Source: an optimization exercise on an open RTL-to-GDS flow (aim: small area, a short achievable clock period and few clock cycles). Production flows keep margins and buffers that such runs may drop.
Where RTL was checked, it was by simulation tests only, not by an equivalence proof against the original.
Only the layout flow was run in runs 2 to 4; the RTL was not checked for function there.
Power is estimated from default activity; no workload was simulated.

==> flow/design.v <==
`timescale 1ns / 1ps
module div32(
    input clk,
    input rst,
    input start,
    input [31:0] dividend,
    input [31:0] divisor,
    output [31:0] quotient,
    output [31:0] remainder,
    output reg finish
);
reg [31:0] r;       
reg [31:0] q;       
reg [31:0] d;       
reg [4:0]  za;      
reg [5:0]  j;       
reg        norm;    
reg        iter;    
assign quotient  = q;
assign remainder = r;
function [5:0] lzc32;
    input [31:0] x;
    reg [15:0] v1; reg [15:0] c1;
    reg [7:0]  v2; reg [15:0] c2;
    reg [3:0]  v3; reg [11:0] c3;
    reg [1:0]  v4; reg [7:0]  c4;
    integer i;
    begin
        for (i = 0; i < 16; i = i + 1) begin
            v1[i] = x[2*i+1] | x[2*i];
            c1[i] = ~x[2*i+1];
        end
        for (i = 0; i < 8; i = i + 1) begin
            v2[i] = v1[2*i+1] | v1[2*i];
            c2[2*i+:2] = v1[2*i+1] ? {1'b0, c1[2*i+1]} : {1'b1, c1[2*i]};
        end
        for (i = 0; i < 4; i = i + 1) begin
            v3[i] = v2[2*i+1] | v2[2*i];
            c3[3*i+:3] = v2[2*i+1] ? {1'b0, c2[2*(2*i+1)+:2]} : {1'b1, c2[2*(2*i)+:2]};
        end
        for (i = 0; i < 2; i = i + 1) begin
            v4[i] = v3[2*i+1] | v3[2*i];
            c4[4*i+:4] = v3[2*i+1] ? {1'b0, c3[3*(2*i+1)+:3]} : {1'b1, c3[3*(2*i)+:3]};
        end
        lzc32 = {~(v4[1] | v4[0]), v4[1] ? {1'b0, c4[7:4]} : {1'b1, c4[3:0]}};
    end
endfunction
wire [5:0] la = lzc32(dividend);
wire [5:0] lb = lzc32(divisor);
wire [4:0] sp = j[4:0] | ~za;                     
wire [4:0] sg = j[4:0] & ~za;                     
wire [5:0] sc;                                    
assign sc[0] = 1'b1;
assign sc[1] = sp[0];
assign sc[2] = sg[1] | (sp[1] & j[0]) | (sp[1] & ~za[0]);
assign sc[3] = sg[2] | (sp[2] & sg[1]) | (sp[2] & sp[1] & sp[0]);
assign sc[4] = sg[3] | (sp[3] & sg[2]) | (sp[3] & sp[2] & sg[1]) | (sp[3] & sp[2] & sp[1] & sp[0]);
assign sc[5] = sg[4] | (sp[4] & sg[3]) | (sp[4] & sp[3] & sg[2]) | (sp[4] & sp[3] & sp[2] & sg[1])
             | (sp[4] & sp[3] & sp[2] & sp[1] & sp[0]);
wire [5:0] sh;                                    
assign sh[0] = j[0] ^ za[0];
assign sh[1] = j[1] ^ (~za[1] ^ sc[1]);
assign sh[2] = j[2] ^ (~za[2] ^ sc[2]);
assign sh[3] = j[3] ^ (~za[3] ^ sc[3]);
assign sh[4] = j[4] ^ (~za[4] ^ sc[4]);
assign sh[5] = ~sc[5];
wire       triv = j[5] | sh[5];                   
wire [31:0] kg = r & ~d;
wire [31:0] kt = r | ~d;
wire kC_0 = r[0] | ~d[0];
wire kC_1 = kg[1] | (kt[1] & r[0]) | (kt[1] & ~d[0]);
wire kG0_3 = kg[3] | (kt[3] & kg[2]);
wire kP0_3 = kt[3] & kt[2];
wire kG0_5 = kg[5] | (kt[5] & kg[4]);
wire kP0_5 = kt[5] & kt[4];
wire kG0_7 = kg[7] | (kt[7] & kg[6]);
wire kP0_7 = kt[7] & kt[6];
wire kG0_9 = kg[9] | (kt[9] & kg[8]);
wire kP0_9 = kt[9] & kt[8];
wire kG0_11 = kg[11] | (kt[11] & kg[10]);
wire kP0_11 = kt[11] & kt[10];
wire kG0_13 = kg[13] | (kt[13] & kg[12]);
wire kP0_13 = kt[13] & kt[12];
wire kG0_15 = kg[15] | (kt[15] & kg[14]);
wire kP0_15 = kt[15] & kt[14];
wire kG0_17 = kg[17] | (kt[17] & kg[16]);
wire kP0_17 = kt[17] & kt[16];
wire kG0_19 = kg[19] | (kt[19] & kg[18]);
wire kP0_19 = kt[19] & kt[18];
wire kG0_21 = kg[21] | (kt[21] & kg[20]);
wire kP0_21 = kt[21] & kt[20];
wire kG0_23 = kg[23] | (kt[23] & kg[22]);
wire kP0_23 = kt[23] & kt[22];
wire kG0_25 = kg[25] | (kt[25] & kg[24]);
wire kP0_25 = kt[25] & kt[24];
wire kG0_27 = kg[27] | (kt[27] & kg[26]);
wire kP0_27 = kt[27] & kt[26];
wire kG0_29 = kg[29] | (kt[29] & kg[28]);
wire kP0_29 = kt[29] & kt[28];
wire kG0_31 = kg[31] | (kt[31] & kg[30]);
wire kP0_31 = kt[31] & kt[30];
wire kQ_2 = kg[2] | (kt[2] & kg[1]);
wire kR_2 = kt[2] & kt[1];
wire kC_2 = kQ_2 | (kR_2 & kC_0);
wire kG1_3 = kG0_3 | (kP0_3 & kC_1);
wire kG1_6 = kg[6] | (kt[6] & kG0_5);
wire kP1_6 = kt[6] & kP0_5;
wire kG1_7 = kG0_7 | (kP0_7 & kG0_5);
wire kP1_7 = kP0_7 & kP0_5;
wire kG1_10 = kg[10] | (kt[10] & kG0_9);
wire kP1_10 = kt[10] & kP0_9;
wire kG1_11 = kG0_11 | (kP0_11 & kG0_9);
wire kP1_11 = kP0_11 & kP0_9;
wire kG1_14 = kg[14] | (kt[14] & kG0_13);
wire kP1_14 = kt[14] & kP0_13;
wire kG1_15 = kG0_15 | (kP0_15 & kG0_13);
wire kP1_15 = kP0_15 & kP0_13;
wire kG1_18 = kg[18] | (kt[18] & kG0_17);
wire kP1_18 = kt[18] & kP0_17;
wire kG1_19 = kG0_19 | (kP0_19 & kG0_17);
wire kP1_19 = kP0_19 & kP0_17;
wire kG1_22 = kg[22] | (kt[22] & kG0_21);
wire kP1_22 = kt[22] & kP0_21;
wire kG1_23 = kG0_23 | (kP0_23 & kG0_21);
wire kP1_23 = kP0_23 & kP0_21;
wire kG1_26 = kg[26] | (kt[26] & kG0_25);
wire kP1_26 = kt[26] & kP0_25;
wire kG1_27 = kG0_27 | (kP0_27 & kG0_25);
wire kP1_27 = kP0_27 & kP0_25;
wire kG1_30 = kg[30] | (kt[30] & kG0_29);
wire kP1_30 = kt[30] & kP0_29;
wire kG1_31 = kG0_31 | (kP0_31 & kG0_29);
wire kP1_31 = kP0_31 & kP0_29;
wire kQ_4 = kg[4] | (kt[4] & kg[3]);
wire kR_4 = kt[4] & kt[3];
wire kC_4 = kQ_4 | (kR_4 & kC_2);
wire kG2_5 = kG0_5 | (kP0_5 & kG1_3);
wire kG2_6 = kG1_6 | (kP1_6 & kG1_3);
wire kG2_7 = kG1_7 | (kP1_7 & kG1_3);
wire kG2_12 = kg[12] | (kt[12] & kG1_11);
wire kP2_12 = kt[12] & kP1_11;
wire kG2_13 = kG0_13 | (kP0_13 & kG1_11);
wire kP2_13 = kP0_13 & kP1_11;
wire kG2_14 = kG1_14 | (kP1_14 & kG1_11);
wire kP2_14 = kP1_14 & kP1_11;
wire kG2_15 = kG1_15 | (kP1_15 & kG1_11);
wire kP2_15 = kP1_15 & kP1_11;
wire kG2_20 = kg[20] | (kt[20] & kG1_19);
wire kP2_20 = kt[20] & kP1_19;
wire kG2_21 = kG0_21 | (kP0_21 & kG1_19);
wire kP2_21 = kP0_21 & kP1_19;
wire kG2_22 = kG1_22 | (kP1_22 & kG1_19);
wire kP2_22 = kP1_22 & kP1_19;
wire kG2_23 = kG1_23 | (kP1_23 & kG1_19);
wire kP2_23 = kP1_23 & kP1_19;
wire kG2_28 = kg[28] | (kt[28] & kG1_27);
wire kP2_28 = kt[28] & kP1_27;
wire kG2_29 = kG0_29 | (kP0_29 & kG1_27);
wire kP2_29 = kP0_29 & kP1_27;
wire kG2_30 = kG1_30 | (kP1_30 & kG1_27);
wire kP2_30 = kP1_30 & kP1_27;
wire kG2_31 = kG1_31 | (kP1_31 & kG1_27);
wire kP2_31 = kP1_31 & kP1_27;
wire kQ_8 = kg[8] | (kt[8] & kg[7]);
wire kR_8 = kt[8] & kt[7];
wire kC_8 = kQ_8 | (kR_8 & kG2_6);
wire kG3_9 = kG0_9 | (kP0_9 & kG2_7);
wire kG3_10 = kG1_10 | (kP1_10 & kG2_7);
wire kG3_11 = kG1_11 | (kP1_11 & kG2_7);
wire kG3_12 = kG2_12 | (kP2_12 & kG2_7);
wire kG3_13 = kG2_13 | (kP2_13 & kG2_7);
wire kG3_14 = kG2_14 | (kP2_14 & kG2_7);
wire kG3_15 = kG2_15 | (kP2_15 & kG2_7);
wire kG3_24 = kg[24] | (kt[24] & kG2_23);
wire kP3_24 = kt[24] & kP2_23;
wire kG3_25 = kG0_25 | (kP0_25 & kG2_23);
wire kP3_25 = kP0_25 & kP2_23;
wire kG3_26 = kG1_26 | (kP1_26 & kG2_23);
wire kP3_26 = kP1_26 & kP2_23;
wire kG3_27 = kG1_27 | (kP1_27 & kG2_23);
wire kP3_27 = kP1_27 & kP2_23;
wire kG3_28 = kG2_28 | (kP2_28 & kG2_23);
wire kP3_28 = kP2_28 & kP2_23;
wire kG3_29 = kG2_29 | (kP2_29 & kG2_23);
wire kP3_29 = kP2_29 & kP2_23;
wire kG3_30 = kG2_30 | (kP2_30 & kG2_23);
wire kP3_30 = kP2_30 & kP2_23;
wire kG3_31 = kG2_31 | (kP2_31 & kG2_23);
wire kP3_31 = kP2_31 & kP2_23;
wire kQ_16 = kg[16] | (kt[16] & kg[15]);
wire kR_16 = kt[16] & kt[15];
wire kC_16 = kQ_16 | (kR_16 & kG3_14);
wire kG4_17 = kG0_17 | (kP0_17 & kG3_15);
wire kG4_18 = kG1_18 | (kP1_18 & kG3_15);
wire kG4_19 = kG1_19 | (kP1_19 & kG3_15);
wire kG4_20 = kG2_20 | (kP2_20 & kG3_15);
wire kG4_21 = kG2_21 | (kP2_21 & kG3_15);
wire kG4_22 = kG2_22 | (kP2_22 & kG3_15);
wire kG4_23 = kG2_23 | (kP2_23 & kG3_15);
wire kG4_24 = kG3_24 | (kP3_24 & kG3_15);
wire kG4_25 = kG3_25 | (kP3_25 & kG3_15);
wire kG4_26 = kG3_26 | (kP3_26 & kG3_15);
wire kG4_27 = kG3_27 | (kP3_27 & kG3_15);
wire kG4_28 = kG3_28 | (kP3_28 & kG3_15);
wire kG4_29 = kG3_29 | (kP3_29 & kG3_15);
wire kG4_30 = kG3_30 | (kP3_30 & kG3_15);
wire kG4_31 = kG3_31 | (kP3_31 & kG3_15);
wire [32:0] sub;
assign sub[0] = r[0] ^ d[0];
assign sub[1] = r[1] ^ (~d[1] ^ kC_0);
assign sub[2] = r[2] ^ (~d[2] ^ kC_1);
assign sub[3] = r[3] ^ (~d[3] ^ kC_2);
assign sub[4] = r[4] ^ (~d[4] ^ kG1_3);
assign sub[5] = r[5] ^ (~d[5] ^ kC_4);
assign sub[6] = r[6] ^ (~d[6] ^ kG2_5);
assign sub[7] = r[7] ^ (~d[7] ^ kG2_6);
assign sub[8] = r[8] ^ (~d[8] ^ kG2_7);
assign sub[9] = r[9] ^ (~d[9] ^ kC_8);
assign sub[10] = r[10] ^ (~d[10] ^ kG3_9);
assign sub[11] = r[11] ^ (~d[11] ^ kG3_10);
assign sub[12] = r[12] ^ (~d[12] ^ kG3_11);
assign sub[13] = r[13] ^ (~d[13] ^ kG3_12);
assign sub[14] = r[14] ^ (~d[14] ^ kG3_13);
assign sub[15] = r[15] ^ (~d[15] ^ kG3_14);
assign sub[16] = r[16] ^ (~d[16] ^ kG3_15);
assign sub[17] = r[17] ^ (~d[17] ^ kC_16);
assign sub[18] = r[18] ^ (~d[18] ^ kG4_17);
assign sub[19] = r[19] ^ (~d[19] ^ kG4_18);
assign sub[20] = r[20] ^ (~d[20] ^ kG4_19);
assign sub[21] = r[21] ^ (~d[21] ^ kG4_20);
assign sub[22] = r[22] ^ (~d[22] ^ kG4_21);
assign sub[23] = r[23] ^ (~d[23] ^ kG4_22);
assign sub[24] = r[24] ^ (~d[24] ^ kG4_23);
assign sub[25] = r[25] ^ (~d[25] ^ kG4_24);
assign sub[26] = r[26] ^ (~d[26] ^ kG4_25);
assign sub[27] = r[27] ^ (~d[27] ^ kG4_26);
assign sub[28] = r[28] ^ (~d[28] ^ kG4_27);
assign sub[29] = r[29] ^ (~d[29] ^ kG4_28);
assign sub[30] = r[30] ^ (~d[30] ^ kG4_29);
assign sub[31] = r[31] ^ (~d[31] ^ kG4_30);
assign sub[32] = ~kG4_31;
wire        ge  = ~sub[32];
wire        take = iter & ge;
wire [31:0] flip = {32{take}} & (r ^ sub[31:0]);
always @(posedge clk or posedge rst) begin
    if (rst) begin
        finish <= 1'b0;
        norm   <= 1'b0;
        iter   <= 1'b0;
    end else if (start) begin
        finish <= 1'b0;
        norm   <= 1'b1;
        iter   <= 1'b0;
    end else if (norm) begin
        norm   <= 1'b0;
        finish <= triv;
        iter   <= ~triv;
    end else if (iter) begin
        if (j[4:0] == 5'd0) begin
            iter   <= 1'b0;
            finish <= 1'b1;
        end
    end
end
always @(posedge clk) begin
    za <= la[4:0];
    if (start) begin
        r <= dividend;
        d <= divisor;
        j <= lb;
    end else begin
        if (norm & j[5]) r <= 32'b0;      
        else             r <= r ^ flip;
        if (norm) begin
            d <= d << sh[4:0];
            j <= sh;
        end else begin
            d <= d >> 1;
            j <= j - 6'd1;
        end
    end
    if (norm)      q <= 32'b0;
    else if (iter) q <= {q[30:0], ge};
end
endmodule
==> flow/flow/run.sh <==
#!/bin/bash
# Standard layout, with plain buffers on the ports instead of the default delay-cell buffers.
set -euo pipefail
bash standard.sh BUFFER_PORTS_ARGS="-buffer_cell sky130_fd_sc_hd__buf_1" finish > standard.log 2>&1
==> flow/standard.sh <==
#!/bin/bash
# synth_recipe.tcl (not shown) runs the flow's synth.tcl, then flattens the netlist and writes it again
# the make line also repeats each setting of config.mk as NAME=value (left out here)
make -C /OpenROAD-flow-scripts/flow DESIGN_CONFIG=/design/flow/config.mk WORK_HOME=/design/flow/orfs CLKGATE_MAP_FILE= SYNTH_SCRIPT=/design/flow/synth_recipe.tcl "${@:-finish}"
==> flow/config.mk <==
export PLATFORM = sky130hd
export DESIGN_NAME = div32
export DESIGN_NICKNAME = div32
export VERILOG_FILES = /design/flow/design.v
export SDC_FILE = /design/flow/constraint.sdc
export NUM_CORES = 8
export LEC_CHECK = 0
export ABC_AREA = 1
export CAP_MARGIN = 20
export CELL_PAD_IN_SITES_DETAIL_PLACEMENT = 0
export CELL_PAD_IN_SITES_GLOBAL_PLACEMENT = 0
export CORE_MARGIN = 2
export CORE_UTILIZATION = 40
export CTS_BUF_LIST = sky130_fd_sc_hd__clkbuf_8
export PLACE_DENSITY = 0.6
export SETUP_SLACK_MARGIN = 2.7
export SLEW_MARGIN = 20
==> flow/constraint.sdc <==
create_clock -name core_clock -period 5.0 [get_ports {clk}]
set_input_delay 1.0000 -clock core_clock [delete_from_list [all_inputs] [get_ports {clk}]]
set_output_delay 1.0000 -clock core_clock [all_outputs]
set_load 0.01 [all_outputs]
==> results of run 1 <==
==> cell families (layout without fill, tap and decap cells) <==
kind of cell | after synthesis | in the layout
simple gates | 801 | 802
compound gates | 272 | 273
buf+inv | 229 | 357
xor+xnor | 15 | 15
mux | 5 | 5
flops | 110 | 110
fa+ha+maj | 3 | 3
==> sequential cells by signal, summed over array words and instances, names as in the netlist <==
| signal | count |
|---|---|
| q | 32 |
| norm | 1 |
| za | 5 |
| d | 32 |
| finish | 1 |
| iter | 1 |
| r | 32 |
| j | 6 |
==> Yosys cell counts (all sizes together), types with 5 or more instances <==
master | count | area [um^2]
nand4 | 7 | 43.8
mux2i | 5 | 50.1
inv | 172 | 646
nand3b | 15 | 113
dfxtp | 105 | 2100
o21ai | 157 | 790
a22oi | 20 | 150
o221ai | 10 | 87.6
buf | 32 | 209
nand3 | 85 | 430
xnor2 | 5 | 51.3
o31ai | 8 | 60.1
nor3 | 11 | 66.3
a21oi | 60 | 349
nor2 | 180 | 693
or2 | 9 | 56.3
xor2 | 10 | 87.6
nand2 | 492 | 1910
clkbuf | 24 | 90.1
==> worst max-delay path by stage <==
stage / slack [ns] / depth (start not counted) / from / end
6_report: 2.81 / 14 / j[0]$_DFF_P_ / d[30]$_DFFE_PP_
3_3_place_gp: 1.95 / 7 / start / r[1]$_DFF_P_
2_1_floorplan: 2.72 / 8 / divisor[30] / j[0]$_DFF_P_
4_1_cts: 2.70 / 9 / divisor[30] / j[0]$_DFF_P_
3_5_place_dp: 1.89 / 7 / start / r[1]$_DFF_P_
5_1_grt: 2.63 / 15 / j[0]$_DFF_P_ / d[26]$_DFF_P_
==> layout make-up <==
type | instances | area, um^2 | area share [%]
Multi-Input combinational cell | 1098 | 5280 | 54.9
Sequential cell | 110 | 2240 | 23.3
Timing Repair Buffer | 166 | 896 | 9.31
Inverter | 173 | 668 | 6.95
Tap cell | 270 | 338 | 3.51
Clock buffer | 9 | 124 | 1.29
Clock inverter | 7 | 55.1 | 0.572
Timing Repair inverter | 2 | 12.5 | 0.130
==> routing by layer <==
metal  global-route usage [%]  share of wire (%)  up-vias
met2                     42.2                 43      449
li1                         -                  -     4846
met1                     36.9                 44     4424
met4                     12.3                4.3        0
met5                        0                  0        -
met3                     4.79                8.3       73
==> what timing repair did <==
item | CTS | global route
cloned | 3 | 4
setup buffers | 13 | 10
pin swaps | 4 | 9
gates resized for setup | 23 | 41
hold endpoints to repair | 0 | 0
setup endpoints to repair | 67 | 67
==> stage by stage <==
step | instances | util (%) | total power, mW
finish | 1835 | 47.4 | 4.40
global route | 1835 | 47.4 | 4.77
CTS | 1821 | 46.0 | 4.19
detailed placement | 1789 | 43.9 | 3.54
global placement | 1789 | 43.9 | 3.53
floorplan | 1435 | - | 2.96
==> power breakdown <==
part | internal [mW] | total, mW | switching (mW)
Clock | 0.189 | 0.551 | 0.362
Combinational | 0.888 | 2.59 | 1.71
Sequential | 1.05 | 1.26 | 0.203
==> results_tabular.tex, run 1 <==
\begin{tabular}{lr}
\hline
Metric & Value \\
\hline
\multicolumn{2}{l}{\textbf{Status}} \\
\quad Outcome & finished clean \\
\multicolumn{2}{l}{\textbf{Die}} \\
\quad Count of standard-cell rows & 52 \\
\quad Initial core utilization & 40.9\% \\
\quad Core outline area & 20300 um\^{}2 \\
\quad DIE AREA & 21900 um\^{}2 \\
\quad DIE WIDTH & 148 um \\
\quad IO Count & 132 \\
\quad Die Height & 148 um \\
\multicolumn{2}{l}{\textbf{Finish}} \\
\quad Area grow syn2layout & 15.8\% \\
\quad Fill cell count & 2254 \\
\quad Count of inserted antenna diode cells & 0 \\
\quad Most frequent cells in the layout & sky130\_fd\_sc\_hd\_\_nand2\_1 (473), sky130\_fd\_sc\_hd\_\_nor2\_1 (168), sky130\_fd\_sc\_hd\_\_inv\_1 (148) \\
\quad Net count reported at finish & 1630 \\
\quad Most common library cell in the layout ignoring fill and taps & sky130\_fd\_sc\_hd\_\_nand2\_1 \\
\quad Share of post-route cells with drive strength above 1 & 9.07\% \\
\quad Final design area excluding fillers & 9620 um\^{}2 \\
\multicolumn{2}{l}{\textbf{Power and ir drop}} \\
\quad Max rail drop VDD & 0.000155 V \\
\quad Power per Cell Area & 457 nW/um\^{}2 \\
\quad Leak & 4.66 nW \\
\multicolumn{2}{l}{\textbf{Setup path}} \\
\quad CP max stage cell & sky130\_fd\_sc\_hd\_\_dfxtp\_1 \\
\quad Launch point of the worst reg-to-reg path & j[0]\$\_DFF\_P\_ \\
\quad Cell family contributing the most delay on the critical path & buffers and inverters \\
\quad Setup crit end kind & flop \\
\quad Critical path data required time & 5.18 ns \\
\quad Capture point of the worst reg-to-reg path & d[30]\$\_DFFE\_PP\_ \\
\quad Buf/Inv on CP & 5 \\
\quad Data arrival, critical path & 2.37 ns \\
\quad Largest fanout on the critical path & 25 \\
\quad Top cell by count, worst path & sky130\_fd\_sc\_hd\_\_nand2\_1 \\
\quad Cell-by-cell listing of the critical path & inv\_2 -> ha\_4 -> inv\_1 -> nand2\_1 -> nand2\_2 -> buf\_12 -> inv\_6 -> o21ai\_0 -> inv\_1 -> nand2\_1 -> o21ai\_1 -> nand2\_1 -> nand3\_1 -> nand3\_1 \\
\quad FF-to-FF path depth & 14 \\
\quad Startpoint Class & flop \\
\quad Flop2flop setup slack & 2.81 ns \\
\quad Worst Setup Path Type & flop to flop \\
\quad CP max stage delay & 0.33 ns \\
\multicolumn{2}{l}{\textbf{Hold path}} \\
\quad HP Class & input port to asynchronous set/reset pin \\
\multicolumn{2}{l}{\textbf{Clock network}} \\
\quad Clock latency of the later-clocked register in the worst-skew pair & 0.41 ns \\
\quad Clk sink count & 110 \\
\quad Cts bufs inserted & 9 \\
\quad Clock tree from TritonCTS & built \\
\quad Clock-pin transition on the worst setup and hold timing paths & 0.12 ns \\
\quad Max Buffers Root-to-Sink & 2 \\
\quad Depth of the CTS H-tree & 3 \\
\quad Clk root buf & sky130\_fd\_sc\_hd\_\_clkbuf\_8 \\
\quad Number of buffers inserted by hold repair at cts & 0 \\
\multicolumn{2}{l}{\textbf{Timing}} \\
\quad Number of pins with negative max-slew slack in the final report & 0 \\
\quad RSZ-0062 raised after global routing & true \\
\quad Fin Setup TNS & 0 ns \\
\quad Clock Skew & 0.0155 ns \\
\quad Tightest Pin Transition & 0.722 ns \\
\quad Final hold slack & 0.428 ns \\
\quad Tightest slew margin relative to the limit & 51.8\% \\
\quad Maximum achievable frequency & 0.456 GHz \\
\quad Total count of hold-check failures in the final report & 0 \\
\quad Setup Viol. Count Final & 0 \\
\quad Final period utilization & 43.8\% \\
\quad Post-route minimum period & 2.19 ns \\
\quad Smallest setup slack after layout & 2.81 ns \\
\multicolumn{2}{l}{\textbf{GRT}} \\
\quad Via count of the first global-routing pass & 8907 \\
\quad Maximum number of pins on one net before global-route repair & 56 \\
\quad Global-route wire length before repair & 47.2 mm \\
\quad Grt total ovfl & 0 \\
\quad Total routing usage reported by global routing & 27.2\% \\
\quad Number of antenna violations at the first check in global routing & 0 \\
\multicolumn{2}{l}{\textbf{Yosys}} \\
\quad Adder-cell area share of the yosys netlist & 0.452\% \\
\quad Mux share of post-synthesis cell area & 0.602\% \\
\quad Number of flops mapped to enable cells by yosys & 2 \\
\quad Number of distinct library cell variants in the gate-level netlist after synthesis & 50 \\
\quad Simple-gate area share of the yosys netlist & 40.1\% \\
\quad Compound-gate portion of the synthesized area & 18.8\% \\
\quad Share of synthesized area occupied by flip-flops and latches & 26.9\% \\
\quad Yosys warning total & 1 \\
\quad Post-Synthesis Mean Instance Area & 5.79 um\^{}2 \\
\quad Post-synthesis share of cell area spent on xor and xnor gates & 1.67\% \\
\quad Cell count after synthesis & 1435 \\
\quad Share of flip-flops with an asynchronous set or reset after synthesis & 2.73\% \\
\quad Post-synthesis register bit count & 110 \\
\quad Dominant synthesized flop cell & sky130\_fd\_sc\_hd\_\_dfxtp\_1 \\
\quad Post-Syn Area & 8310 um\^{}2 \\
\quad Dominant combinational cell family by area after synthesis & simple AND/OR/NAND/NOR gates \\
\quad Mapped Nets & 1505 \\
\multicolumn{2}{l}{\textbf{Detailed routing}} \\
\quad Vias post-DR & 9792 \\
\quad Final routed wire length divided by cell count & 16.7 um \\
\quad Remaining number of nets flagged by the antenna check after routing & 0 \\
\quad DR DRC count & 0 \\
\quad Violation count after the first detailed-route iteration & 811 \\
\quad Post-detailed-route via-to-cell ratio & 5.34 \\
\quad 1st-pass router iterations & 5 \\
\quad Routed wire length & 30.7 mm \\
\multicolumn{2}{l}{\textbf{Job}} \\
\quad Maxcap violations & 0 \\
\multicolumn{2}{l}{\textbf{Placement}} \\
\quad Post-detailed-placement half-perimeter wirelength & 21.8 mm \\
\quad IO buf count & 131 \\
\quad Post-Place Setup Slack & 1.89 ns \\
\quad Post-detailed-placement cell area & 8920 um\^{}2 \\
\quad Weighted congestion at the end of routability-driven global placement & 0.951 \\
\hline
\end{tabular}
Testbench counts, summed over its fixed seeds: cycles 47,977.
==> run 2, diff against run 1 <==
--- a/flow/design.v
+++ b/flow/design.v
@@ -241,7 +241,8 @@
 assign sub[32] = ~kG4_31;
 wire        ge  = ~sub[32];
 wire        take = iter & ge;
-wire [31:0] flip = {32{take}} & (r ^ sub[31:0]);
+wire [31:0] rkeep = start ? dividend : ((norm & j[5]) ? 32'b0 : r);    
+wire [31:0] rnext = (take & ~start) ? sub[31:0] : rkeep;
 always @(posedge clk or posedge rst) begin
     if (rst) begin
         finish <= 1'b0;
@@ -264,13 +265,11 @@
 end
 always @(posedge clk) begin
     za <= la[4:0];
+    r <= rnext;
     if (start) begin
-        r <= dividend;
         d <= divisor;
         j <= lb;
     end else begin
-        if (norm & j[5]) r <= 32'b0;      
-        else             r <= r ^ flip;
         if (norm) begin
             d <= d << sh[4:0];
             j <= sh;
--- a/flow/config.mk
+++ b/flow/config.mk
@@ -7,8 +7,6 @@
 export LEC_CHECK = 0
 export ABC_AREA = 1
 export CAP_MARGIN = 20
-export CELL_PAD_IN_SITES_DETAIL_PLACEMENT = 0
-export CELL_PAD_IN_SITES_GLOBAL_PLACEMENT = 0
 export CORE_MARGIN = 2
 export CORE_UTILIZATION = 40
 export CTS_BUF_LIST = sky130_fd_sc_hd__clkbuf_8
==> run 2 against run 1 <==
Compared with the run above:
- via count fell by 2.0%
- utilization up 0.76 points
- critical path type unchanged
- highest routed layer unchanged
- largest power group unchanged
- fmax is 3.5% lower
- global-route usage shrank 1.4 points
- sequential power is essentially flat
- register-to-register slack lost 0.08 ns
- critical endpoint is now r[19]$_DFFE_PP_
- critical path depth unchanged
- still clean on timing, DRC and antenna
==> results_tabular.tex, run 2 <==
\begin{tabular}{lr}
\hline
Metric & Value \\
\hline
\multicolumn{2}{l}{\textbf{Clock network}} \\
\quad Clock tree from TritonCTS & built (unchanged) \\
\quad Cts bufs inserted & 9 (unchanged) \\
\quad Clock latency of the later-clocked register in the worst-skew pair & 0.40 ns (was 0.41 ns) \\
\quad Clk sink count & 110 (unchanged) \\
\quad Clock-pin transition on the worst setup and hold timing paths & 0.11 ns (was 0.12 ns) \\
\quad Clk root buf & sky130\_fd\_sc\_hd\_\_clkbuf\_8 (unchanged) \\
\quad Max Buffers Root-to-Sink & 2 (unchanged) \\
\quad Depth of the CTS H-tree & 3 (unchanged) \\
\multicolumn{2}{l}{\textbf{Power and ir drop}} \\
\quad Power consumption & 4.47 mW (was 4.40 mW) \\
\quad Power per Cell Area & 443 nW/um\^{}2 (was 457 nW/um\^{}2) \\
\quad Leak & 4.85 nW (was 4.66 nW) \\
\quad Max rail drop VDD & 0.000178 V (was 0.000155 V) \\
\multicolumn{2}{l}{\textbf{Finish}} \\
\quad Area grow syn2layout & 18.6\% (was 15.8\%) \\
\quad Most frequent cells in the layout & sky130\_fd\_sc\_hd\_\_nand2\_1 (429), sky130\_fd\_sc\_hd\_\_nor2\_1 (169), sky130\_fd\_sc\_hd\_\_inv\_1 (146) (was sky130\_fd\_sc\_hd\_\_nand2\_1 (473), sky130\_fd\_sc\_hd\_\_nor2\_1 (168), sky130\_fd\_sc\_hd\_\_inv\_1 (148)) \\
\quad Final design area excluding fillers & 10100 um\^{}2 (was 9620 um\^{}2) \\
\quad Registers with the most flip-flops & d: 32 flops, q: 32 flops, r: 32 flops (unchanged) \\
\quad Most common library cell in the layout ignoring fill and taps & sky130\_fd\_sc\_hd\_\_nand2\_1 (unchanged) \\
\quad Count of inserted antenna diode cells & 0 (unchanged) \\
\quad Share of post-route cells with drive strength above 1 & 13.3\% (was 9.07\%) \\
\quad Net count reported at finish & 1602 (was 1630) \\
\multicolumn{2}{l}{\textbf{Yosys}} \\
\quad Most common cell in the synthesized netlist & sky130\_fd\_sc\_hd\_\_nand2\_1 (unchanged) \\
\quad Top post-synthesis cells by area & sky130\_fd\_sc\_hd\_\_nand2\_1 (19\%), sky130\_fd\_sc\_hd\_\_dfxtp\_1 (17\%), sky130\_fd\_sc\_hd\_\_edfxtp\_1 (12\%) (was sky130\_fd\_sc\_hd\_\_dfxtp\_1 (25\%), sky130\_fd\_sc\_hd\_\_nand2\_1 (22\%), sky130\_fd\_sc\_hd\_\_nor2\_1 (7.8\%)) \\
\quad Number of flops mapped to enable cells by yosys & 34 (was 2) \\
\quad Leading area contributor after synthesis & sky130\_fd\_sc\_hd\_\_nand2\_1 (was sky130\_fd\_sc\_hd\_\_dfxtp\_1) \\
\quad Mapped Nets & 1456 (was 1505) \\
\quad Post-synthesis register bit count & 110 (unchanged) \\
\quad Cell count after synthesis & 1386 (was 1435) \\
\quad Number of distinct library cell variants in the gate-level netlist after synthesis & 54 (was 50) \\
\quad Top-area cell type share of the netlist area & 19.5\% (was 25.3\%) \\
\quad Dominant synthesized flop cell & sky130\_fd\_sc\_hd\_\_dfxtp\_1 (unchanged) \\
\quad Share of flip-flops with an asynchronous set or reset after synthesis & 2.73\% (unchanged) \\
\quad Share of synthesized area occupied by flip-flops and latches & 30.1\% (was 26.9\%) \\
\quad Post-Syn Area & 8510 um\^{}2 (was 8310 um\^{}2) \\
\quad Yosys warning total & 1 (unchanged) \\
\quad Commonest cells post-synth & sky130\_fd\_sc\_hd\_\_nand2\_1 (441), sky130\_fd\_sc\_hd\_\_nor2\_1 (175), sky130\_fd\_sc\_hd\_\_inv\_1 (147) (was sky130\_fd\_sc\_hd\_\_nand2\_1 (476), sky130\_fd\_sc\_hd\_\_nor2\_1 (173), sky130\_fd\_sc\_hd\_\_inv\_1 (155)) \\
\quad Post-Synthesis Mean Instance Area & 6.14 um\^{}2 (was 5.79 um\^{}2) \\
\multicolumn{2}{l}{\textbf{Timing}} \\
\quad Maximum achievable frequency & 0.440 GHz (was 0.456 GHz) \\
\quad Number of pins with negative max-slew slack in the final report & 0 (unchanged) \\
\quad Final period utilization & 45.4\% (was 43.8\%) \\
\quad Tightest Pin Transition & 0.623 ns (was 0.722 ns) \\
\quad Fin Setup TNS & 0 ns (unchanged) \\
\quad Smallest setup slack after layout & 2.73 ns (was 2.81 ns) \\
\quad RSZ-0062 raised after global routing & true (unchanged) \\
\quad Tightest slew margin relative to the limit & 57.9\% (was 51.8\%) \\
\quad Total count of hold-check failures in the final report & 0 (unchanged) \\
\quad Post-route minimum period & 2.27 ns (was 2.19 ns) \\
\quad Setup Viol. Count Final & 0 (unchanged) \\
\quad Clock Skew & 0.0115 ns (was 0.0155 ns) \\
\multicolumn{2}{l}{\textbf{Detailed routing}} \\
\quad DR DRC count & 0 (unchanged) \\
\quad Post-detailed-route via-to-cell ratio & 5.30 (was 5.34) \\
\quad Remaining number of nets flagged by the antenna check after routing & 0 (unchanged) \\
\quad Routed wire length & 30.1 mm (was 30.7 mm) \\
\quad Violation count after the first detailed-route iteration & 862 (was 811) \\
\quad Vias post-DR & 9597 (was 9792) \\
\quad 1st-pass router iterations & 6 (was 5) \\
\quad Final routed wire length divided by cell count & 16.6 um (was 16.7 um) \\
\multicolumn{2}{l}{\textbf{Die}} \\
\quad Core outline area & 21000 um\^{}2 (was 20300 um\^{}2) \\
\quad Initial core utilization & 40.6\% (was 40.9\%) \\
\quad DIE AREA & 22400 um\^{}2 (was 21900 um\^{}2) \\
\quad Die Height & 150 um (was 148 um) \\
\quad Count of standard-cell rows & 53 (was 52) \\
\quad DIE WIDTH & 150 um (was 148 um) \\
\quad IO Count & 132 (unchanged) \\
\multicolumn{2}{l}{\textbf{GRT}} \\
\quad Global-route wire length before repair & 44.8 mm (was 47.2 mm) \\
\quad Maximum number of pins on one net before global-route repair & 46 (was 56) \\
\quad Number of antenna violations at the first check in global routing & 0 (unchanged) \\
\quad Total routing usage reported by global routing & 25.8\% (was 27.2\%) \\
\quad Grt total ovfl & 0 (unchanged) \\
\quad Via count of the first global-routing pass & 8444 (was 8907) \\
\multicolumn{2}{l}{\textbf{Setup path}} \\
\quad Flop2flop setup slack & 2.73 ns (was 2.81 ns) \\
\quad Data arrival, critical path & 2.40 ns (was 2.37 ns) \\
\quad Largest fanout on the critical path & 8 (was 25) \\
\quad Setup crit end kind & flop (unchanged) \\
\quad Critical path data required time & 5.13 ns (was 5.18 ns) \\
\quad Startpoint Class & flop (unchanged) \\
\quad Worst Setup Path Type & flop to flop (unchanged) \\
\multicolumn{2}{l}{\textbf{Placement}} \\
\quad Post-Place Setup Slack & 1.88 ns (was 1.89 ns) \\
\quad IO buf count & 131 (unchanged) \\
\quad Weighted congestion at the end of routability-driven global placement & 0.879 (was 0.951) \\
\quad Post-detailed-placement cell area & 9140 um\^{}2 (was 8920 um\^{}2) \\
\quad Post-detailed-placement half-perimeter wirelength & 21.6 mm (was 21.8 mm) \\
\multicolumn{2}{l}{\textbf{Hold path}} \\
\quad HP Class & input port to asynchronous set/reset pin (unchanged) \\
\multicolumn{2}{l}{\textbf{Job}} \\
\quad Maxcap violations & 0 (unchanged) \\
\multicolumn{2}{l}{\textbf{Status}} \\
\quad Outcome & finished clean (unchanged) \\
\hline
\end{tabular}
[run 2: routing by layer]
metal	global-route usage, %	vias up	wire (um)
li1	-	4746	-
met1	34.9	4370	13200
met2	41.1	406	13500
met3	3.48	75	2150
met4	11.1	0	1210
met5	0	-	0
[run 2: cell families after synthesis]
group	Yosys count	share of synthesized area [%]
flip-flops	110	30.1
adder cells (fa/ha/maj)	3	0.441
buffers and inverters	220	10.8
multiplexers	2	0.235
AO/OA/AOI/OAI	259	17.9
AND/OR/NAND/NOR	773	38.3
XOR/XNOR	19	2.18
[run 2: final timing paths]
kind                                    start            endpoint  depth (start not counted)
max in group asynchronous                 rst      norm$_DFF_PP0_                          2
setup / recovery              r[25]$_DFFE_PP_     r[19]$_DFFE_PP_                         14
hold / removal                            rst      iter$_DFF_PP0_                          2
setup reg to reg              r[25]$_DFFE_PP_     r[19]$_DFFE_PP_                         14
hold reg to reg            q[20]$_SDFFE_PP0P_  q[21]$_SDFFE_PP0P_                          2
min in group core_clock    q[20]$_SDFFE_PP0P_  q[21]$_SDFFE_PP0P_                          2
[run 2: worst max-delay path, cell delays in order, from the launching register on]
cell                        delay [ns]
sky130_fd_sc_hd__edfxtp_1         0.39
sky130_fd_sc_hd__inv_1            0.06
sky130_fd_sc_hd__nand2_2          0.10
sky130_fd_sc_hd__nand2_4          0.07
sky130_fd_sc_hd__nor2_4           0.14
sky130_fd_sc_hd__nand2_4          0.10
sky130_fd_sc_hd__nor2_4           0.15
sky130_fd_sc_hd__nand2_4          0.07
sky130_fd_sc_hd__nor3_4           0.16
sky130_fd_sc_hd__nand2_2          0.08
sky130_fd_sc_hd__nand2_4          0.08
sky130_fd_sc_hd__nand2_2          0.05
sky130_fd_sc_hd__o211ai_1         0.17
sky130_fd_sc_hd__buf_4            0.22
sky130_fd_sc_hd__clkbuf_16        0.16
[run 2: repair_timing]
item                       4_1_cts  5_1_grt
pin swaps                        2       17
setup endpoints to repair      101       80
gates cloned                     3        5
gates resized for setup         46       46
setup buffers                    8       31
hold buffers                     0        0
[run 2: layout make-up]
type	instances	area, um^2
Fill cell	2287	10900
Multi-Input combinational cell	1059	5290
Sequential cell	110	2570
Timing Repair Buffer	184	1050
Inverter	168	669
Tap cell	275	344
Clock buffer	9	124
Clock inverter	7	41.3
[run 2: report_power, final]
part,switching (mW),total [mW],internal [mW]
Combinational,1.75,2.67,0.920
Sequential,0.169,1.28,1.11
Clock,0.340,0.520,0.180
Total,2.26,4.47,2.21
[run 2: per-stage QoR]
step,hold WS (ns),std cells,util (%)
2_1_floorplan,0.448,1386,-
3_3_place_gp,0.489,1748,43.6
3_5_place_dp,0.487,1748,43.6
4_1_cts,0.430,1775,45.8
5_1_grt,0.429,1812,48.1
6_report,0.444,1812,48.1
==> run 3, diff against run 2 <==
--- a/flow/design.v
+++ b/flow/design.v
@@ -241,8 +241,7 @@
 assign sub[32] = ~kG4_31;
 wire        ge  = ~sub[32];
 wire        take = iter & ge;
-wire [31:0] rkeep = start ? dividend : ((norm & j[5]) ? 32'b0 : r);    
-wire [31:0] rnext = (take & ~start) ? sub[31:0] : rkeep;
+wire [31:0] flip = {32{take}} & (r ^ sub[31:0]);
 always @(posedge clk or posedge rst) begin
     if (rst) begin
         finish <= 1'b0;
@@ -265,18 +264,15 @@
 end
 always @(posedge clk) begin
     za <= la[4:0];
-    r <= rnext;
+    d <= (norm & ~start) ? (d << sh[4:0]) : (start ? divisor : (d >> 1));
     if (start) begin
-        d <= divisor;
+        r <= dividend;
         j <= lb;
     end else begin
-        if (norm) begin
-            d <= d << sh[4:0];
-            j <= sh;
-        end else begin
-            d <= d >> 1;
-            j <= j - 6'd1;
-        end
+        if (norm & j[5]) r <= 32'b0;      
+        else             r <= r ^ flip;
+        if (norm) j <= sh;
+        else      j <= j - 6'd1;
     end
     if (norm)      q <= 32'b0;
     else if (iter) q <= {q[30:0], ge};
--- a/flow/config.mk
+++ b/flow/config.mk
@@ -9,7 +9,6 @@
 export CAP_MARGIN = 20
 export CORE_MARGIN = 2
 export CORE_UTILIZATION = 40
-export CTS_BUF_LIST = sky130_fd_sc_hd__clkbuf_8
 export PLACE_DENSITY = 0.6
 export SETUP_SLACK_MARGIN = 2.7
 export SLEW_MARGIN = 20
==> run 3 against run 2 <==
Compared with the run above:
- synthesized cell count is 4.3% higher
- count of clock-buffer cells in the layout stayed put
- clock skew is 0.0024 ns higher
- first-iteration DRC count is 8.6% higher
- non-clock buffer count is 15 lower
- setup slack better by 0.027 ns
- total power is 7.8% higher
- die area is 0.54% lower
- global-route usage is 0.59 points higher
==> results_tabular.tex, run 3 <==
\begin{tabular}{lr}
\hline
Metric & Value \\
\hline
\multicolumn{2}{l}{\textbf{Status}} \\
\quad Outcome & finished clean (unchanged) \\
\multicolumn{2}{l}{\textbf{Finish}} \\
\quad Count of inserted antenna diode cells & 0 (unchanged) \\
\quad Share of post-route cells with drive strength above 1 & 12.0\% (was 13.3\%) \\
\quad Final design area excluding fillers & 10000 um\^{}2 (was 10100 um\^{}2) \\
\quad Utilization after layout & 48.0\% (was 48.1\%) \\
\quad Area grow syn2layout & 18.5\% (was 18.6\%) \\
\quad Non-filler cells, final & 1861 (was 1812) \\
\quad Multi-input logic area & 5480 um\^{}2 (was 5290 um\^{}2) \\
\quad Most common library cell in the layout ignoring fill and taps & sky130\_fd\_sc\_hd\_\_nand2\_1 (unchanged) \\
\quad Net count reported at finish & 1651 (was 1602) \\
\quad Fill cell count & 2273 (was 2287) \\
\quad Most frequent cells in the layout & sky130\_fd\_sc\_hd\_\_nand2\_1 (459), sky130\_fd\_sc\_hd\_\_nor2\_1 (170), sky130\_fd\_sc\_hd\_\_inv\_1 (153) (was sky130\_fd\_sc\_hd\_\_nand2\_1 (429), sky130\_fd\_sc\_hd\_\_nor2\_1 (169), sky130\_fd\_sc\_hd\_\_inv\_1 (146)) \\
\quad Sequential cell area & 2240 um\^{}2 (was 2570 um\^{}2) \\
\quad Registers with the most flip-flops & d: 32 flops, q: 32 flops, r: 32 flops (unchanged) \\
\multicolumn{2}{l}{\textbf{Detailed routing}} \\
\quad Routed wire length & 30.6 mm (was 30.1 mm) \\
\quad Post-detailed-route via-to-cell ratio & 5.25 (was 5.30) \\
\quad Remaining number of nets flagged by the antenna check after routing & 0 (unchanged) \\
\quad Vias post-DR & 9771 (was 9597) \\
\quad Final routed wire length divided by cell count & 16.4 um (was 16.6 um) \\
\quad DR DRC count & 0 (unchanged) \\
\quad Violation count after the first detailed-route iteration & 936 (was 862) \\
\quad 1st-pass router iterations & 5 (was 6) \\
\multicolumn{2}{l}{\textbf{Clock network}} \\
\quad Depth of the CTS H-tree & 3 (unchanged) \\
\quad Clk sink count & 110 (unchanged) \\
\quad Cts bufs inserted & 9 (unchanged) \\
\quad Clk root buf & sky130\_fd\_sc\_hd\_\_clkbuf\_16 (was sky130\_fd\_sc\_hd\_\_clkbuf\_8) \\
\quad Clock tree from TritonCTS & built (unchanged) \\
\quad Clock latency of the later-clocked register in the worst-skew pair & 0.38 ns (was 0.40 ns) \\
\quad Max Buffers Root-to-Sink & 2 (unchanged) \\
\quad Clock-pin transition on the worst setup and hold timing paths & 0.09 ns (was 0.11 ns) \\
\quad Number of buffers inserted by hold repair at cts & 0 (unchanged) \\
\multicolumn{2}{l}{\textbf{Timing}} \\
\quad Post-route minimum period & 2.24 ns (was 2.27 ns) \\
\quad Number of pins with negative max-slew slack in the final report & 0 (unchanged) \\
\quad Final period utilization & 44.9\% (was 45.4\%) \\
\quad Final hold slack & 0.471 ns (was 0.444 ns) \\
\quad RSZ-0062 raised after global routing & true (unchanged) \\
\quad Total count of hold-check failures in the final report & 0 (unchanged) \\
\quad Smallest setup slack after layout & 2.76 ns (was 2.73 ns) \\
\quad Maximum achievable frequency & 0.446 GHz (was 0.440 GHz) \\
\quad Clock Skew & 0.0139 ns (was 0.0115 ns) \\
\quad Setup Viol. Count Final & 0 (unchanged) \\
\quad Tightest Pin Transition & 1.04 ns (was 0.623 ns) \\
\quad Fin Setup TNS & 0 ns (unchanged) \\
\quad Tightest slew margin relative to the limit & 30.7\% (was 57.9\%) \\
\multicolumn{2}{l}{\textbf{GRT}} \\
\quad Grt total ovfl & 0 (unchanged) \\
\quad Maximum number of pins on one net before global-route repair & 61 (was 46) \\
\quad Number of antenna violations at the first check in global routing & 0 (unchanged) \\
\quad Via count of the first global-routing pass & 8551 (was 8444) \\
\quad Global-route wire length before repair & 45.5 mm (was 44.8 mm) \\
\quad Total routing usage reported by global routing & 26.3\% (was 25.8\%) \\
\multicolumn{2}{l}{\textbf{Setup path}} \\
\quad Startpoint Class & flop (unchanged) \\
\quad CP max stage delay & 0.36 ns (was 0.39 ns) \\
\quad CP max stage cell & sky130\_fd\_sc\_hd\_\_ha\_4 (was sky130\_fd\_sc\_hd\_\_edfxtp\_1) \\
\quad Critical path data required time & 5.32 ns (was 5.13 ns) \\
\quad Cell-by-cell listing of the critical path & inv\_2 -> ha\_4 -> buf\_4 -> nand2\_1 -> o21ai\_0 -> inv\_1 -> o21ai\_0 -> o21ai\_1 -> mux2i\_1 -> nand2\_1 -> nand3\_1 (was inv\_1 -> nand2\_2 -> nand2\_4 -> nor2\_4 -> nand2\_4 -> nor2\_4 -> nand2\_4 -> nor3\_4 -> nand2\_2 -> nand2\_4 -> nand2\_2 -> o211ai\_1 -> buf\_4 -> clkbuf\_16) \\
\quad Setup crit end kind & flop (unchanged) \\
\quad Largest fanout on the critical path & 12 (was 8) \\
\quad Worst Setup Path Type & flop to flop (unchanged) \\
\quad Data arrival, critical path & 2.57 ns (was 2.40 ns) \\
\multicolumn{2}{l}{\textbf{Placement}} \\
\quad IO buf count & 131 (unchanged) \\
\quad Post-Place Setup Slack & 1.73 ns (was 1.88 ns) \\
\quad Post-detailed-placement cell area & 9050 um\^{}2 (was 9140 um\^{}2) \\
\quad Weighted congestion at the end of routability-driven global placement & 0.940 (was 0.879) \\
\quad Post-detailed-placement half-perimeter wirelength & 21.3 mm (was 21.6 mm) \\
\quad Number of placed instances, taps included & 1803 (was 1748) \\
\multicolumn{2}{l}{\textbf{Yosys}} \\
\quad Top post-synthesis cells by area & sky130\_fd\_sc\_hd\_\_dfxtp\_1 (25\%), sky130\_fd\_sc\_hd\_\_nand2\_1 (21\%), sky130\_fd\_sc\_hd\_\_nor2\_1 (7.9\%) (was sky130\_fd\_sc\_hd\_\_nand2\_1 (19\%), sky130\_fd\_sc\_hd\_\_dfxtp\_1 (17\%), sky130\_fd\_sc\_hd\_\_edfxtp\_1 (12\%)) \\
\quad Post-synthesis register bit count & 110 (unchanged) \\
\quad Dominant synthesized flop cell & sky130\_fd\_sc\_hd\_\_dfxtp\_1 (unchanged) \\
\quad Yosys warning total & 1 (unchanged) \\
\quad Post-Synthesis Mean Instance Area & 5.85 um\^{}2 (was 6.14 um\^{}2) \\
\quad Leading area contributor after synthesis & sky130\_fd\_sc\_hd\_\_dfxtp\_1 (was sky130\_fd\_sc\_hd\_\_nand2\_1) \\
\quad Top-area cell type share of the netlist area & 24.9\% (was 19.5\%) \\
\quad Commonest cells post-synth & sky130\_fd\_sc\_hd\_\_nand2\_1 (464), sky130\_fd\_sc\_hd\_\_nor2\_1 (177), sky130\_fd\_sc\_hd\_\_inv\_1 (159) (was sky130\_fd\_sc\_hd\_\_nand2\_1 (441), sky130\_fd\_sc\_hd\_\_nor2\_1 (175), sky130\_fd\_sc\_hd\_\_inv\_1 (147)) \\
\quad Share of flip-flops with an asynchronous set or reset after synthesis & 2.73\% (unchanged) \\
\quad Post-Syn Area & 8460 um\^{}2 (was 8510 um\^{}2) \\
\quad Mapped Nets & 1516 (was 1456) \\
\quad Number of flops mapped to enable cells by yosys & 2 (was 34) \\
\quad Most common cell in the synthesized netlist & sky130\_fd\_sc\_hd\_\_nand2\_1 (unchanged) \\
\quad Number of distinct library cell variants in the gate-level netlist after synthesis & 52 (was 54) \\
\quad Share of synthesized area occupied by flip-flops and latches & 26.4\% (was 30.1\%) \\
\quad Cell count after synthesis & 1446 (was 1386) \\
\multicolumn{2}{l}{\textbf{Power and ir drop}} \\
\quad Power consumption & 4.82 mW (was 4.47 mW) \\
\quad Max rail drop VDD & 0.000187 V (was 0.000178 V) \\
\quad Power per Cell Area & 481 nW/um\^{}2 (was 443 nW/um\^{}2) \\
\quad Leak & 4.81 nW (was 4.85 nW) \\
\multicolumn{2}{l}{\textbf{Die}} \\
\quad DIE AREA & 22300 um\^{}2 (was 22400 um\^{}2) \\
\quad Initial core utilization & 40.5\% (was 40.6\%) \\
\quad DIE WIDTH & 149 um (was 150 um) \\
\quad IO Count & 132 (unchanged) \\
\quad Count of standard-cell rows & 53 (unchanged) \\
\quad Core outline area & 20900 um\^{}2 (was 21000 um\^{}2) \\
\quad Die Height & 149 um (was 150 um) \\
\multicolumn{2}{l}{\textbf{Job}} \\
\quad Maxcap violations & 0 (unchanged) \\
\multicolumn{2}{l}{\textbf{Hold path}} \\
\quad HP Class & input port to asynchronous set/reset pin (unchanged) \\
\hline
\end{tabular}
-- run 3: kinds of logic (layout without fill, tap and decap cells) --
| family | count (synthesis) | after routing | synth area share [%] |
|---|---|---|---|
| AOI/OAI and AO/OA | 266 | 266 | 18.7 |
| muxes | 2 | 2 | 0.237 |
| and+or+nand+nor | 803 | 810 | 40.1 |
| buffers and inverters | 242 | 374 | 11.8 |
| xor gates and xnor gates | 20 | 21 | 2.29 |
| adders and majority gates | 3 | 3 | 0.444 |
| DFF | 110 | 110 | 26.4 |
-- run 3: report_power, final --
group          internal, mW  total, mW  switching [mW]
registers              1.06       1.25           0.192
logic                 0.908       2.76            1.85
clock network         0.373      0.811           0.438
-- run 3: worst max-delay path, delay by kind of cell (launching register included) --
family,cells,cell delay [ns]
DFF,1,0.34
and+or+nand+nor,3,0.29
muxes,1,0.32
AOI/OAI and AO/OA,3,0.51
buffers and inverters,3,0.36
adders and majority gates,1,0.36
-- run 3: repair_timing --
action                                  in CTS  in global routing
cloned                                       6                  6
pin swaps                                    7                 10
endpoints found under the setup margin      70                 75
resized for setup                           32                 38
setup buffers                                7                 23
-- run 3: layout make-up --
class | count | share of cell area (%)
multi-input cells | 1102 | 54.7
well taps | 275 | 3.43
repair inverters | 4 | 0.324
clock inverters | 7 | 1.04
clock buffers | 9 | 2.25
repair buffers | 169 | 8.50
flip-flops and latches | 110 | 22.4
inverters | 185 | 7.41
-- run 3: path summary, 6_finish.rpt --
path | from | end | cells after the start | slack, ns
setup / recovery | j[0]$_DFF_P_ | d[24]$_DFF_P_ | 11 | 2.76
hold / removal | rst | iter$_DFF_PP0_ | 2 | 0.47
setup reg to reg | j[0]$_DFF_P_ | d[24]$_DFF_P_ | 11 | 2.76
hold reg to reg | q[31]$_SDFFE_PP0P_ | q[31]$_SDFFE_PP0P_ | 2 | 0.50
max in group asynchronous | rst | norm$_DFF_PP0_ | 2 | 4.39
min in group core_clock | q[31]$_SDFFE_PP0P_ | q[31]$_SDFFE_PP0P_ | 2 | 0.50
-- run 3: layer usage --
layer / wire length, um / GRT usage, % / vias up / part of all wire (%)
met1: 13300 / 36.2 / 4384 / 44
met5: 0 / 0 / - / 0
met4: 1050 / 10.0 / 0 / 3.4
met2: 13400 / 40.7 / 441 / 44
li1: - / - / 4893 / -
met3: 2820 / 5.15 / 53 / 9.2
==> run 4, diff against run 3 <==
--- a/flow/design.v
+++ b/flow/design.v
@@ -13,6 +13,7 @@
 reg [31:0] q;       
 reg [31:0] d;       
 reg [4:0]  za;      
+reg [5:0]  zb;      
 reg [5:0]  j;       
 reg        norm;    
 reg        iter;    
@@ -47,24 +48,24 @@
 endfunction
 wire [5:0] la = lzc32(dividend);
 wire [5:0] lb = lzc32(divisor);
-wire [4:0] sp = j[4:0] | ~za;                     
-wire [4:0] sg = j[4:0] & ~za;                     
+wire [4:0] sp = zb[4:0] | ~za;                     
+wire [4:0] sg = zb[4:0] & ~za;                     
 wire [5:0] sc;                                    
 assign sc[0] = 1'b1;
 assign sc[1] = sp[0];
-assign sc[2] = sg[1] | (sp[1] & j[0]) | (sp[1] & ~za[0]);
+assign sc[2] = sg[1] | (sp[1] & zb[0]) | (sp[1] & ~za[0]);
 assign sc[3] = sg[2] | (sp[2] & sg[1]) | (sp[2] & sp[1] & sp[0]);
 assign sc[4] = sg[3] | (sp[3] & sg[2]) | (sp[3] & sp[2] & sg[1]) | (sp[3] & sp[2] & sp[1] & sp[0]);
 assign sc[5] = sg[4] | (sp[4] & sg[3]) | (sp[4] & sp[3] & sg[2]) | (sp[4] & sp[3] & sp[2] & sg[1])
              | (sp[4] & sp[3] & sp[2] & sp[1] & sp[0]);
 wire [5:0] sh;                                    
-assign sh[0] = j[0] ^ za[0];
-assign sh[1] = j[1] ^ (~za[1] ^ sc[1]);
-assign sh[2] = j[2] ^ (~za[2] ^ sc[2]);
-assign sh[3] = j[3] ^ (~za[3] ^ sc[3]);
-assign sh[4] = j[4] ^ (~za[4] ^ sc[4]);
+assign sh[0] = zb[0] ^ za[0];
+assign sh[1] = zb[1] ^ (~za[1] ^ sc[1]);
+assign sh[2] = zb[2] ^ (~za[2] ^ sc[2]);
+assign sh[3] = zb[3] ^ (~za[3] ^ sc[3]);
+assign sh[4] = zb[4] ^ (~za[4] ^ sc[4]);
 assign sh[5] = ~sc[5];
-wire       triv = j[5] | sh[5];                   
+wire       triv = zb[5] | sh[5];                   
 wire [31:0] kg = r & ~d;
 wire [31:0] kt = r | ~d;
 wire kC_0 = r[0] | ~d[0];
@@ -264,16 +265,18 @@
 end
 always @(posedge clk) begin
     za <= la[4:0];
-    d <= (norm & ~start) ? (d << sh[4:0]) : (start ? divisor : (d >> 1));
+    zb <= lb;
     if (start) begin
         r <= dividend;
-        j <= lb;
+        d <= divisor;
     end else begin
-        if (norm & j[5]) r <= 32'b0;      
+        if (norm & zb[5]) r <= 32'b0;     
         else             r <= r ^ flip;
-        if (norm) j <= sh;
-        else      j <= j - 6'd1;
+        if (norm) d <= d << sh[4:0];
+        else      d <= d >> 1;
     end
+    if (norm) j <= sh;
+    else      j <= j - 6'd1;
     if (norm)      q <= 32'b0;
     else if (iter) q <= {q[30:0], ge};
 end
==> flow/flow/run.sh (replaced) <==
#!/bin/bash
# Standard layout, with plain buffers on the ports instead of the default delay-cell buffers.
set -euo pipefail
bash standard.sh BUFFER_PORTS_ARGS="-buffer_cell sky130_fd_sc_hd__buf_2" finish > standard.log 2>&1
--- a/flow/config.mk
+++ b/flow/config.mk
@@ -10,5 +10,5 @@
 export CORE_MARGIN = 2
 export CORE_UTILIZATION = 40
 export PLACE_DENSITY = 0.6
-export SETUP_SLACK_MARGIN = 2.7
+export SETUP_SLACK_MARGIN = 2.8
 export SLEW_MARGIN = 20
==> run 4 against run 3 <==
Compared with the run above:
- hold slack lost 0.045 ns
- critical path type unchanged
- via count grew 1.3%
- synthesized area is essentially flat
- critical endpoint is now d[21]$_DFF_P_
- sequential power shrank 7%
- highest routed layer unchanged
- setup slack gained 0.044 ns
==> results_tabular.tex, run 4 <==
\begin{tabular}{lr}
\hline
Metric & Value \\
\hline
\multicolumn{2}{l}{\textbf{Setup path}} \\
\quad CP max stage delay & 0.46 ns (was 0.36 ns) \\
\quad Flop2flop setup slack & 2.80 ns (was 2.76 ns) \\
\quad CP max stage cell & sky130\_fd\_sc\_hd\_\_o21ai\_0 (was sky130\_fd\_sc\_hd\_\_ha\_4) \\
\quad Startpoint Class & flop (unchanged) \\
\quad Worst Setup Path Type & flop to flop (unchanged) \\
\quad Critical path data required time & 5.30 ns (was 5.32 ns) \\
\quad FF-to-FF path depth & 11 (unchanged) \\
\quad Launch point of the worst reg-to-reg path & zb[0]\$\_DFF\_P\_ (was j[0]\$\_DFF\_P\_) \\
\quad Data arrival, critical path & 2.50 ns (was 2.57 ns) \\
\quad Cell-by-cell listing of the critical path & inv\_1 -> ha\_4 -> buf\_4 -> nand2\_1 -> o21ai\_0 -> inv\_1 -> nor2\_1 -> o21ai\_0 -> nor2\_4 -> a21oi\_1 -> o21ai\_0 (was inv\_2 -> ha\_4 -> buf\_4 -> nand2\_1 -> o21ai\_0 -> inv\_1 -> o21ai\_0 -> o21ai\_1 -> mux2i\_1 -> nand2\_1 -> nand3\_1) \\
\quad Setup crit end kind & flop (unchanged) \\
\quad Top cell by count, worst path & sky130\_fd\_sc\_hd\_\_o21ai\_0 \\
\quad Capture point of the worst reg-to-reg path & d[21]\$\_DFF\_P\_ (was d[24]\$\_DFF\_P\_) \\
\quad Largest fanout on the critical path & 10 (was 12) \\
\multicolumn{2}{l}{\textbf{Detailed routing}} \\
\quad Final routed wire length divided by cell count & 16.5 um (was 16.4 um) \\
\quad 1st-pass router iterations & 6 (was 5) \\
\quad DR DRC count & 0 (unchanged) \\
\quad Remaining number of nets flagged by the antenna check after routing & 0 (unchanged) \\
\quad Post-detailed-route via-to-cell ratio & 5.24 (was 5.25) \\
\quad Violation count after the first detailed-route iteration & 748 (was 936) \\
\quad Routed wire length & 31.1 mm (was 30.6 mm) \\
\quad Vias post-DR & 9901 (was 9771) \\
\multicolumn{2}{l}{\textbf{Finish}} \\
\quad Net count reported at finish & 1670 (was 1651) \\
\quad Non-filler cells, final & 1888 (was 1861) \\
\quad Share of post-route cells with drive strength above 1 & 19.5\% (was 12.0\%) \\
\quad Most frequent cells in the layout & sky130\_fd\_sc\_hd\_\_nand2\_1 (477), sky130\_fd\_sc\_hd\_\_nor2\_1 (173), sky130\_fd\_sc\_hd\_\_inv\_1 (171) (was sky130\_fd\_sc\_hd\_\_nand2\_1 (459), sky130\_fd\_sc\_hd\_\_nor2\_1 (170), sky130\_fd\_sc\_hd\_\_inv\_1 (153)) \\
\quad Utilization after layout & 50.3\% (was 48.0\%) \\
\quad Count of inserted antenna diode cells & 0 (unchanged) \\
\quad Most common library cell in the layout ignoring fill and taps & sky130\_fd\_sc\_hd\_\_nand2\_1 (unchanged) \\
\quad Area grow syn2layout & 24.1\% (was 18.5\%) \\
\quad Registers with the most flip-flops & d: 32 flops, q: 32 flops, r: 32 flops (unchanged) \\
\multicolumn{2}{l}{\textbf{Yosys}} \\
\quad Most common cell in the synthesized netlist & sky130\_fd\_sc\_hd\_\_nand2\_1 (unchanged) \\
\quad Dominant synthesized flop cell & sky130\_fd\_sc\_hd\_\_dfxtp\_1 (unchanged) \\
\quad Top post-synthesis cells by area & sky130\_fd\_sc\_hd\_\_dfxtp\_1 (26\%), sky130\_fd\_sc\_hd\_\_nand2\_1 (21\%), sky130\_fd\_sc\_hd\_\_o21ai\_0 (8.8\%) (was sky130\_fd\_sc\_hd\_\_dfxtp\_1 (25\%), sky130\_fd\_sc\_hd\_\_nand2\_1 (21\%), sky130\_fd\_sc\_hd\_\_nor2\_1 (7.9\%)) \\
\quad Post-Synthesis Mean Instance Area & 5.79 um\^{}2 (was 5.85 um\^{}2) \\
\quad Top-area cell type share of the netlist area & 26.0\% (was 24.9\%) \\
\quad Yosys warning total & 1 (unchanged) \\
\quad Post-synthesis register bit count & 115 (was 110) \\
\quad Share of flip-flops with an asynchronous set or reset after synthesis & 2.61\% (was 2.73\%) \\
\quad Leading area contributor after synthesis & sky130\_fd\_sc\_hd\_\_dfxtp\_1 (unchanged) \\
\quad Share of synthesized area occupied by flip-flops and latches & 27.6\% (was 26.4\%) \\
\quad Mapped Nets & 1532 (was 1516) \\
\quad Post-Syn Area & 8470 um\^{}2 (was 8460 um\^{}2) \\
\quad Cell count after synthesis & 1462 (was 1446) \\
\quad Number of distinct library cell variants in the gate-level netlist after synthesis & 52 (unchanged) \\
\quad Commonest cells post-synth & sky130\_fd\_sc\_hd\_\_nand2\_1 (482), sky130\_fd\_sc\_hd\_\_nor2\_1 (184), sky130\_fd\_sc\_hd\_\_inv\_1 (176) (was sky130\_fd\_sc\_hd\_\_nand2\_1 (464), sky130\_fd\_sc\_hd\_\_nor2\_1 (177), sky130\_fd\_sc\_hd\_\_inv\_1 (159)) \\
\quad Number of flops mapped to enable cells by yosys & 2 (unchanged) \\
\multicolumn{2}{l}{\textbf{Clock network}} \\
\quad Max Buffers Root-to-Sink & 2 (unchanged) \\
\quad Clock tree from TritonCTS & built (unchanged) \\
\quad Clk sink count & 115 (was 110) \\
\quad Number of buffers inserted by hold repair at cts & 0 (unchanged) \\
\quad Clock latency of the later-clocked register in the worst-skew pair & 0.43 ns (was 0.38 ns) \\
\quad Cts bufs inserted & 17 (was 9) \\
\quad Clock-pin transition on the worst setup and hold timing paths & 0.06 ns (was 0.09 ns) \\
\quad Clk root buf & sky130\_fd\_sc\_hd\_\_clkbuf\_16 (unchanged) \\
\quad Depth of the CTS H-tree & 4 (was 3) \\
\multicolumn{2}{l}{\textbf{Timing}} \\
\quad Fin Setup TNS & 0 ns (unchanged) \\
\quad Tightest Pin Transition & 0.993 ns (was 1.04 ns) \\
\quad Maximum achievable frequency & 0.455 GHz (was 0.446 GHz) \\
\quad Setup Viol. Count Final & 0 (unchanged) \\
\quad Number of pins with negative max-slew slack in the final report & 0 (unchanged) \\
\quad RSZ-0062 raised after global routing & true (unchanged) \\
\quad Post-route minimum period & 2.20 ns (was 2.24 ns) \\
\quad Total count of hold-check failures in the final report & 0 (unchanged) \\
\quad Tightest slew margin relative to the limit & 33.8\% (was 30.7\%) \\
\quad Clock Skew & 0.0104 ns (was 0.0139 ns) \\
\quad Final period utilization & 44.0\% (was 44.9\%) \\
\multicolumn{2}{l}{\textbf{GRT}} \\
\quad Grt total ovfl & 0 (unchanged) \\
\quad Number of antenna violations at the first check in global routing & 0 (unchanged) \\
\quad Total routing usage reported by global routing & 26.7\% (was 26.3\%) \\
\quad Maximum number of pins on one net before global-route repair & 46 (was 61) \\
\quad Global-route wire length before repair & 46.2 mm (was 45.5 mm) \\
\quad Via count of the first global-routing pass & 8767 (was 8551) \\
\multicolumn{2}{l}{\textbf{Die}} \\
\quad IO Count & 132 (unchanged) \\
\quad DIE AREA & 22300 um\^{}2 (about the same) \\
\quad Core outline area & 20900 um\^{}2 (unchanged) \\
\quad Die Height & 149 um (about the same) \\
\quad Count of standard-cell rows & 53 (unchanged) \\
\quad Initial core utilization & 40.5\% (about the same) \\
\quad DIE WIDTH & 149 um (about the same) \\
\multicolumn{2}{l}{\textbf{Power and ir drop}} \\
\quad Power per Cell Area & 395 nW/um\^{}2 (was 481 nW/um\^{}2) \\
\quad Max rail drop VDD & 0.000242 V (was 0.000187 V) \\
\quad Leak & 5.46 nW (was 4.81 nW) \\
\multicolumn{2}{l}{\textbf{Status}} \\
\quad Outcome & finished clean (unchanged) \\
\multicolumn{2}{l}{\textbf{Placement}} \\
\quad Number of placed instances, taps included & 1819 (was 1803) \\
\quad IO buf count & 131 (unchanged) \\
\quad Weighted congestion at the end of routability-driven global placement & 0.925 (was 0.940) \\
\quad Post-detailed-placement half-perimeter wirelength & 22.1 mm (was 21.3 mm) \\
\multicolumn{2}{l}{\textbf{Hold path}} \\
\quad HP Class & input port to asynchronous set/reset pin (unchanged) \\
\multicolumn{2}{l}{\textbf{Job}} \\
\quad Maxcap violations & 0 (unchanged) \\
\hline
\end{tabular}
[run 4: changes by cell type after synthesis, moves of 5 or more]
cell and delta:
sky130_fd_sc_hd__nand2_1 +18, sky130_fd_sc_hd__inv_1 +17, sky130_fd_sc_hd__inv_2 -12, sky130_fd_sc_hd__o211ai_1 -16, sky130_fd_sc_hd__nor2_1 +7, sky130_fd_sc_hd__nand3_1 -9
sky130_fd_sc_hd__o21ai_0 +46, sky130_fd_sc_hd__o21ai_1 -30, sky130_fd_sc_hd__dfxtp_1 +5
[run 4: layout make-up]
type | instances | area [um^2]
fill | 2232 | 10400
timing repair buffer | 168 | 1060
inverter | 191 | 759
clock inverter | 15 | 159
multi-input combinational | 1102 | 5370
timing repair inverter | 5 | 47.5
tap | 275 | 344
sequential | 115 | 2340
clock buffer | 17 | 425
[run 4: report_power, final]
group | internal, mW | leakage, nW | switching (mW)
Clock | 0.709 | 0.288 | 0.532
Combinational | 0.602 | 4.19 | 1.15
Sequential | 1.04 | 0.977 | 0.116
Total | 2.35 | 5.46 | 1.79
[run 4: cells by family after synthesis]
group	count (synthesis)	synth area share, %
compound gates	268	18.1
buf+inv	248	11.9
xor+xnor	16	1.66
flops	115	27.6
mux	1	0.118
fa+ha+maj	3	0.443
simple gates	811	40.2
[run 4: how the worst max path moves through the flow]
stage / slack, ns / to / start
2_1_floorplan: 2.83 / zb[1]$_DFF_P_ / divisor[30]
3_3_place_gp: 1.90 / r[6]$_DFF_P_ / start
4_1_cts: 2.74 / d[30]$_DFFE_PP_ / za[0]$_DFF_P_
6_report: 2.80 / d[21]$_DFF_P_ / zb[0]$_DFF_P_
5_1_grt: 2.69 / d[21]$_DFF_P_ / zb[0]$_DFF_P_
3_5_place_dp: 1.85 / r[4]$_DFF_P_ / start
[run 4: what timing repair did]
item,4_1_cts,5_1_grt
gates resized for setup,38,93
gates cloned,4,7
setup endpoints to repair,69,70
pin swaps,3,6
buffers inserted,9,17
[run 4: critical path, delay by kind of cell (launching register included)]
family | cells | cell delay (ns)
flops | 1 | 0.30
fa+ha+maj | 1 | 0.29
compound gates | 4 | 0.88
buf+inv | 3 | 0.40
simple gates | 3 | 0.21
[run 4: metal layers]
layer | up-vias | wire, um | GRT usage [%]
met3 | 39 | 3010 | 4.79
met1 | 4487 | 13600 | 36.8
met4 | 0 | 622 | 7.71
li1 | 4945 | - | -
met5 | - | 0 | 0
met2 | 430 | 13800 | 42.9
[run 4: stage by stage]
step	area (um^2)	power [mW]	hold slack (ns)	setup slack, ns
after global routing	10500	4.42	0.426	2.69
after floorplan	8470	2.26	0.411	2.83
after detailed placement	9240	2.68	0.435	1.85
final	10500	4.15	0.426	2.80
after global placement	9240	2.67	0.426	1.90
after CTS	10000	3.97	0.417	2.74

[what the ideal ports hide]
How much do the figures lean on ideal ports? The routed layouts below were timed once more, with nothing changed but the port constraints. Step 1 sets driving cells, clkbuf_16 on the clock port and buf_2 on the other inputs (assumed; they add their load-dependent delay and slew). Step 2 times the ports against the registers' clock, not the clock port: input delays grow and output delays shrink by t, the midpoint of the rising clock arrivals with the driver on. a / b / c = ideal / step 1 / step 2; a / b = the first two.
run | t (ns) | setup WS [ns]
run 1 | 0.447 | 2.809 / 2.809 / 2.402
run 2 | 0.429 | 2.729 / 2.729 / 2.327
run 3 | 0.419 | 2.756 / 2.756 / 2.397
run 4 | 0.470 | 2.800 / 2.800 / 2.445
After both steps setup and hold are still met in every run listed.
